This design comes from an exercise in tuning for small area and a short achievable clock period on the open sky130 flow, not from production work.
At most, simulation tests tie the RTL to the original design; equivalence was not proved.
Power is estimated from default activity; no workload was simulated.

==> flow/design.v <==
module mproc (input wire clk, reset, input wire [15:0] d_in, output wire [6:0] addr, output wire [15:0] d_out);
  reg  [6:0]   pc;
  reg  [10:0]  ir;       
  reg  [1:0]   cls;      
  reg  [127:0] rfn;      
  wire [127:0] rf = ~rfn;
  reg  [15:0]  opa, opb; 
  reg          f, l, c;  
  wire e   = ~f & ~l;
  wire ld  = cls == 2'b10;
  wire ef  = e & ~ld;
  wire el  = e & ld;
  wire jmp = (cls == 2'b01) & ef;
  wire wr  = el | (ef & (cls == 2'b00));
  wire [2:0]  wa = ir[8:6];
  wire [15:0] res;
  wire [15:0] wd = reset ? 16'd0 : (el ? d_in : res);
  wire        ua = reset | f | (wr & (wa == ir[2:0]));
  wire        ub = reset | f | (wr & (wa == ir[5:3]));
  wire       fs = f & ~reset;
  wire [7:0] sa = (8'd1 << d_in[2:0]) & {8{fs}};
  wire [7:0] sb = (8'd1 << d_in[5:3]) & {8{fs}};
  wire [15:0] ra = (rf[15:0] & {16{sa[0]}}) |
                     (rf[31:16] & {16{sa[1]}}) |
                     (rf[47:32] & {16{sa[2]}}) |
                     (rf[63:48] & {16{sa[3]}}) |
                     (rf[79:64] & {16{sa[4]}}) |
                     (rf[95:80] & {16{sa[5]}}) |
                     (rf[111:96] & {16{sa[6]}}) |
                     (rf[127:112] & {16{sa[7]}}) |
                     (wd & {16{ua & ~fs}}) | (opa & {16{~ua}});
  wire [15:0] rb = (rf[15:0] & {16{sb[0]}}) |
                     (rf[31:16] & {16{sb[1]}}) |
                     (rf[47:32] & {16{sb[2]}}) |
                     (rf[63:48] & {16{sb[3]}}) |
                     (rf[79:64] & {16{sb[4]}}) |
                     (rf[95:80] & {16{sb[5]}}) |
                     (rf[111:96] & {16{sb[6]}}) |
                     (rf[127:112] & {16{sb[7]}}) |
                     (wd & {16{ub & ~fs}}) | (opb & {16{~ub}});
  wire [15:0] a = opa, b = opb;
  wire [1:0]  op = ir[10:9];
  wire [17:0] s2 = {1'b0, a, 1'b1} + {1'b0, b ^ {16{op[0]}}, op[0]};
  wire [16:0] s  = s2[17:1];
  assign res = op[1] ? (op[0] ? (a | b) : (a & b)) : s[15:0];
  wire nz = |d_in[13:11];
  wire [1:0] cls_in = {d_in[15] | (~d_in[14] & nz), d_in[14] | (~d_in[15] & nz)};
  integer i;
  always @(posedge clk) begin
    c <= s[16];
    for (i = 0; i < 8; i = i + 1)
      if (reset | (wr & (wa == i))) rfn[16*i +: 16] <= ~wd;
    opa <= ra;
    opb <= rb;
    if (reset) begin
      pc <= 7'd0; ir <= 11'd0; cls <= 2'b00; f <= 1'b1; l <= 1'b0; c <= 1'b0;
    end else begin
      if (el | f) pc <= pc + 7'd1;
      else if (jmp & c) pc <= pc - ir[6:0];
      if (f) begin ir <= d_in[10:0]; cls <= cls_in; end
      f <= l | ef;
      l <= el;
    end
  end
  assign addr  = pc;
  assign d_out = opa;
endmodule
==> flow/config.mk <==
export PLATFORM = sky130hd
export DESIGN_NAME = mproc
export DESIGN_NICKNAME = mproc
export VERILOG_FILES = /design/flow/design.v
export SDC_FILE = /design/flow/constraint.sdc
export NUM_CORES = 4
export LEC_CHECK = 0
export ABC_AREA = 1
export CAP_MARGIN = 20
export CORE_MARGIN = 2
export CORE_UTILIZATION = 50
export CTS_BUF_LIST = sky130_fd_sc_hd__clkbuf_8
export SETUP_SLACK_MARGIN = 5.0
export SLEW_MARGIN = 20
==> flow/constraint.sdc <==
create_clock -name core_clock -period 8.5 [get_ports {clk}]
set_input_delay 1.7000 -clock core_clock [delete_from_list [all_inputs] [get_ports {clk}]]
set_output_delay 1.7000 -clock core_clock [all_outputs]
set_load 0.01 [all_outputs]
standard.sh (not shown) runs the stock make flow with config.mk's settings and CLKGATE_MAP_FILE= SYNTH_SCRIPT=/design/flow/synth_recipe.tcl, a recipe that flattens the netlist after the stock synthesis.
==> flow/flow/run.sh <==
#!/bin/bash
# The standard layout, with repair_timing aiming for a larger setup margin and
# plain buffers on the ports.
set -euo pipefail
bash standard.sh SETUP_SLACK_MARGIN=5.8 "BUFFER_PORTS_ARGS=-buffer_cell sky130_fd_sc_hd__buf_2" finish > run_standard.log 2>&1
Edit:
--- a/flow/design.v
+++ b/flow/design.v
@@ -19,4 +19,8 @@
   wire        ub = reset | f | (wr & (wa == ir[5:3]));
   wire       fs = f & ~reset;
+  wire        wra = ~reset & (wa == ir[2:0]), wrb = ~reset & (wa == ir[5:3]);
+  wire        aw  = ef & (cls == 2'b00);
+  wire        bya_alu = wra & aw & ~f, bya_ld = wra & el & ~f;
+  wire        byb_alu = wrb & aw & ~f, byb_ld = wrb & el & ~f;
   wire [7:0] sa = (8'd1 << d_in[2:0]) & {8{fs}};
   wire [7:0] sb = (8'd1 << d_in[5:3]) & {8{fs}};
@@ -29,5 +33,5 @@
                      (rf[111:96] & {16{sa[6]}}) |
                      (rf[127:112] & {16{sa[7]}}) |
-                     (wd & {16{ua & ~fs}}) | (opa & {16{~ua}});
+                     (res & {16{bya_alu}}) | (d_in & {16{bya_ld}}) | (opa & {16{~ua}});
   wire [15:0] rb = (rf[15:0] & {16{sb[0]}}) |
                      (rf[31:16] & {16{sb[1]}}) |
@@ -38,5 +42,5 @@
                      (rf[111:96] & {16{sb[6]}}) |
                      (rf[127:112] & {16{sb[7]}}) |
-                     (wd & {16{ub & ~fs}}) | (opb & {16{~ub}});
+                     (res & {16{byb_alu}}) | (d_in & {16{byb_ld}}) | (opb & {16{~ub}});
   wire [15:0] a = opa, b = opb;
   wire [1:0]  op = ir[10:9];
=>
- The new run finished with timing, DRC and antenna clean
- clock power came out lower by 8.3%
- clock skew went up by 0.0053 ns
- non-clock buffer count decreases by 4
- global-route usage came out higher by 1.4 points
- worst hold slack gains 0.0086 ns
- final area rises by 2.5%
- power went down by 29%
- final cell count increases by 3.0%
- wire length rose by 5.2%
- maximum frequency barely changes
- core utilization grows by 0.12 points
For the second run of this note, only the layout was checked, not whether the RTL still works.

* * *

quartz:
Another version of the RTL of mproc (not shown whole).
Size: roughly 1000 cells after synthesis, roughly 41 I/O pins.
==> module mproc, before the edit <==
module mproc (input wire clk, reset, input wire [15:0] d_in, output wire [6:0] addr, output wire [15:0] d_out);
  reg  [6:0]   pc;
  reg  [10:0]  ir;       
  reg  [1:0]   cls;      
  reg  [127:0] rfn;      
  wire [127:0] rf = ~rfn;
  reg  [15:0]  opa, opb; 
  reg          f, l, c;  
  wire e   = ~f & ~l;
  wire ld  = cls == 2'b10;
  wire ef  = e & ~ld;
  wire el  = e & ld;
  wire jmp = (cls == 2'b01) & ef;
  wire wr  = el | (ef & (cls == 2'b00));
  wire [2:0]  wa = ir[8:6];
  wire [15:0] res;
  wire [15:0] wd = reset ? 16'd0 : (el ? d_in : res);
  wire        ua = reset | f | (wr & (wa == ir[2:0]));
  wire        ub = reset | f | (wr & (wa == ir[5:3]));
  wire       fs = f & ~reset;
  wire [7:0] sa = (8'd1 << d_in[2:0]) & {8{fs}};
  wire [7:0] sb = (8'd1 << d_in[5:3]) & {8{fs}};
  wire [15:0] ra = (rf[15:0] & {16{sa[0]}}) |
                     (rf[31:16] & {16{sa[1]}}) |
                     (rf[47:32] & {16{sa[2]}}) |
                     (rf[63:48] & {16{sa[3]}}) |
                     (rf[79:64] & {16{sa[4]}}) |
                     (rf[95:80] & {16{sa[5]}}) |
                     (rf[111:96] & {16{sa[6]}}) |
                     (rf[127:112] & {16{sa[7]}}) |
                     (wd & {16{ua & ~fs}}) | (opa & {16{~ua}});
  wire [15:0] rb = (rf[15:0] & {16{sb[0]}}) |
                     (rf[31:16] & {16{sb[1]}}) |
                     (rf[47:32] & {16{sb[2]}}) |
                     (rf[63:48] & {16{sb[3]}}) |
                     (rf[79:64] & {16{sb[4]}}) |
                     (rf[95:80] & {16{sb[5]}}) |
                     (rf[111:96] & {16{sb[6]}}) |
                     (rf[127:112] & {16{sb[7]}}) |
                     (wd & {16{ub & ~fs}}) | (opb & {16{~ub}});
  wire [15:0] a = opa, b = opb;
  wire [1:0]  op = ir[10:9];
  wire [15:0] bx = b ^ {16{op[0]}};
  wire [15:0] g0 = a & bx, p0 = a ^ bx;
  wire [15:0] g1, p1, g2, p2, g3, p3, g4, p4;
  wire [15:0] gi = {g0[15:1], g0[0] | (p0[0] & op[0])};
  genvar gi_;
  generate
    for (gi_ = 0; gi_ < 16; gi_ = gi_ + 1) begin : pfx
      if ((gi_ % 2) >= 1) begin assign g1[gi_] = gi[gi_] | (p0[gi_] & gi[gi_ - 1 - (gi_ % 1)]); assign p1[gi_] = p0[gi_] & p0[gi_-1]; end
      else begin assign g1[gi_] = gi[gi_]; assign p1[gi_] = p0[gi_]; end
      if ((gi_ % 4) >= 2) begin assign g2[gi_] = g1[gi_] | (p1[gi_] & g1[gi_ - (gi_ % 2) - 1]); assign p2[gi_] = p1[gi_] & p1[gi_ - (gi_ % 2) - 1]; end
      else begin assign g2[gi_] = g1[gi_]; assign p2[gi_] = p1[gi_]; end
      if ((gi_ % 8) >= 4) begin assign g3[gi_] = g2[gi_] | (p2[gi_] & g2[gi_ - (gi_ % 4) - 1]); assign p3[gi_] = p2[gi_] & p2[gi_ - (gi_ % 4) - 1]; end
      else begin assign g3[gi_] = g2[gi_]; assign p3[gi_] = p2[gi_]; end
      if ((gi_ % 16) >= 8) begin assign g4[gi_] = g3[gi_] | (p3[gi_] & g3[gi_ - (gi_ % 8) - 1]); assign p4[gi_] = p3[gi_] & p3[gi_ - (gi_ % 8) - 1]; end
      else begin assign g4[gi_] = g3[gi_]; assign p4[gi_] = p3[gi_]; end
    end
  endgenerate
  wire [15:0] cin = {g4[14:0], op[0]};
  wire [15:0] sum = p0 ^ cin;
  wire co = g4[15];
  assign res = op[1] ? (op[0] ? (a | b) : (a & b)) : sum;
  wire nz = |d_in[13:11];
  wire [1:0] cls_in = {d_in[15] | (~d_in[14] & nz), d_in[14] | (~d_in[15] & nz)};
  integer i;
  always @(posedge clk) begin
    c <= co;
    for (i = 0; i < 8; i = i + 1)
      if (reset | (wr & (wa == i))) rfn[16*i +: 16] <= ~wd;
    opa <= ra;
    opb <= rb;
    if (reset) begin
      pc <= 7'd0; ir <= 11'd0; cls <= 2'b00; f <= 1'b1; l <= 1'b0; c <= 1'b0;
    end else begin
      if (el | f) pc <= pc + 7'd1;
      else if (jmp & c) pc <= pc - ir[6:0];
      if (f) begin ir <= d_in[10:0]; cls <= cls_in; end
      f <= l | ef;
      l <= el;
    end
  end
  assign addr  = pc;
  assign d_out = opa;
endmodule
clock: 8.5 ns
lec_check: 0
abc_area: 1
cap_margin: 20
core_margin: 2
core_utilization: 50
cts_buf_list: sky130_fd_sc_hd__clkbuf_8
setup_slack_margin: 5.0
slew_margin: 20
Scripts as last shown in full above: flow/flow/run.sh
### quartz -> harbor
==> flow/design.v <==
module mproc (input wire clk, reset, input wire [15:0] d_in, output wire [6:0] addr, output wire [15:0] d_out);
  reg  [6:0]   pc;
  reg  [10:0]  ir;       
  reg  [1:0]   cls;      
  reg  [127:0] rfn;      
  wire [127:0] rf = ~rfn;
  reg  [15:0]  opa, opb; 
  reg          f, l, c;  
  wire e   = ~f & ~l;
  wire ld  = cls == 2'b10;
  wire ef  = e & ~ld;
  wire el  = e & ld;
  wire jmp = (cls == 2'b01) & ef;
  wire wr  = el | (ef & (cls == 2'b00));
  wire [2:0]  wa = ir[8:6];
  wire [15:0] res;
  wire [15:0] wd = reset ? 16'd0 : (el ? d_in : res);
  wire        ua = reset | f | (wr & (wa == ir[2:0]));
  wire        ub = reset | f | (wr & (wa == ir[5:3]));
  wire       fs = f & ~reset;
  wire [7:0] sa = (8'd1 << d_in[2:0]) & {8{fs}};
  wire [7:0] sb = (8'd1 << d_in[5:3]) & {8{fs}};
  wire [15:0] ra = (rf[15:0] & {16{sa[0]}}) |
                     (rf[31:16] & {16{sa[1]}}) |
                     (rf[47:32] & {16{sa[2]}}) |
                     (rf[63:48] & {16{sa[3]}}) |
                     (rf[79:64] & {16{sa[4]}}) |
                     (rf[95:80] & {16{sa[5]}}) |
                     (rf[111:96] & {16{sa[6]}}) |
                     (rf[127:112] & {16{sa[7]}}) |
                     (wd & {16{ua & ~fs}}) | (opa & {16{~ua}});
  wire [15:0] rb = (rf[15:0] & {16{sb[0]}}) |
                     (rf[31:16] & {16{sb[1]}}) |
                     (rf[47:32] & {16{sb[2]}}) |
                     (rf[63:48] & {16{sb[3]}}) |
                     (rf[79:64] & {16{sb[4]}}) |
                     (rf[95:80] & {16{sb[5]}}) |
                     (rf[111:96] & {16{sb[6]}}) |
                     (rf[127:112] & {16{sb[7]}}) |
                     (wd & {16{ub & ~fs}}) | (opb & {16{~ub}});
  wire [15:0] a = opa, b = opb;
  wire [1:0]  op = ir[10:9];
  wire [17:0] s2 = {1'b0, a, 1'b1} + {1'b0, b ^ {16{op[0]}}, op[0]};
  wire [16:0] s  = s2[17:1];
  assign res = op[1] ? (op[0] ? (a | b) : (a & b)) : s[15:0];
  wire nz = |d_in[13:11];
  wire [1:0] cls_in = {d_in[15] | (~d_in[14] & nz), d_in[14] | (~d_in[15] & nz)};
  wire       pc_inc = el | f;
  wire [6:0] pc_add = pc_inc ? 7'd1 : ~ir[6:0];
  wire       pc_cin = ~pc_inc;
  integer i;
  always @(posedge clk) begin
    c <= s[16];
    for (i = 0; i < 8; i = i + 1)
      if (reset | (wr & (wa == i))) rfn[16*i +: 16] <= ~wd;
    opa <= ra;
    opb <= rb;
    if (reset) begin
      pc <= 7'd0; ir <= 11'd0; cls <= 2'b00; f <= 1'b1; l <= 1'b0; c <= 1'b0;
    end else begin
      if (el | f | (jmp & c)) pc <= pc + pc_add + {6'd0, pc_cin};
      if (f) begin ir <= d_in[10:0]; cls <= cls_in; end
      f <= l | ef;
      l <= el;
    end
  end
  assign addr  = pc;
  assign d_out = opa;
endmodule
==> results.txt <==
harbor — core utilization 4.3 points lower, quartz as reference
Between harbor and quartz, it is harbor whose met3 wire length is lower, by 540 um.
When harbor is set beside quartz, its hold slack turns out to be 0.014 ns smaller.
Compared with quartz, harbor supports a higher clock frequency.
Sum of met2 wire segment lengths after detailed routing (harbor / quartz): 0.925
Going from quartz to harbor, non-clock inverter count in the final layout shrinks by 8.2%.
Taking quartz as the reference, in harbor final design area excluding fillers went down about 5.4%; via density per instance went down 0.17; count of buffers added by post-CTS timing repair for setup went down 23.
For quartz, only the layout was checked, not whether the RTL still works.

## what the ideal ports hide
No port has a modelled driver above. Below, the same layouts with a new extraction and two added sets of constraints. Step 1, drivers: a clkbuf_16 drives clk and a buf_2 each remaining input, both assumed. Step 2 adds t to the input delays and takes it off the output delays; t is the mean of the earliest and latest rising clock arrival at the registers after step 1. Input paths then give back, and output paths get back, about the clock's delay inside the block. Three values: no drivers, after step 1, after step 2; two values: the first two.
run | t, ns | setup slack, ns | clock arrival spread, ns | worst register clock-pin slew, ns | worst slew at a driven data input, ns
the first run of note 1 | 0.518 | 5.803 / 5.760 / 5.302 | 0.018 / 0.019 | 0.11 / 0.11 | 0.08
the second run of note 1 | 0.520 | 5.807 / 5.788 / 5.274 | 0.022 / 0.022 | 0.10 / 0.10 | 0.08
quartz | 0.511 | 5.649 / 5.649 / 5.234 | 0.022 / 0.022 | 0.11 / 0.11 | 0.08
harbor | 0.510 | 5.786 / 5.779 / 5.287 | 0.013 / 0.012 | 0.11 / 0.11 | 0.04
After both steps setup and hold are still met in every run listed. The setup slack of the second run of note 1, which loses most, moves by -0.019 ns with the drivers and by -0.533 ns with both steps.
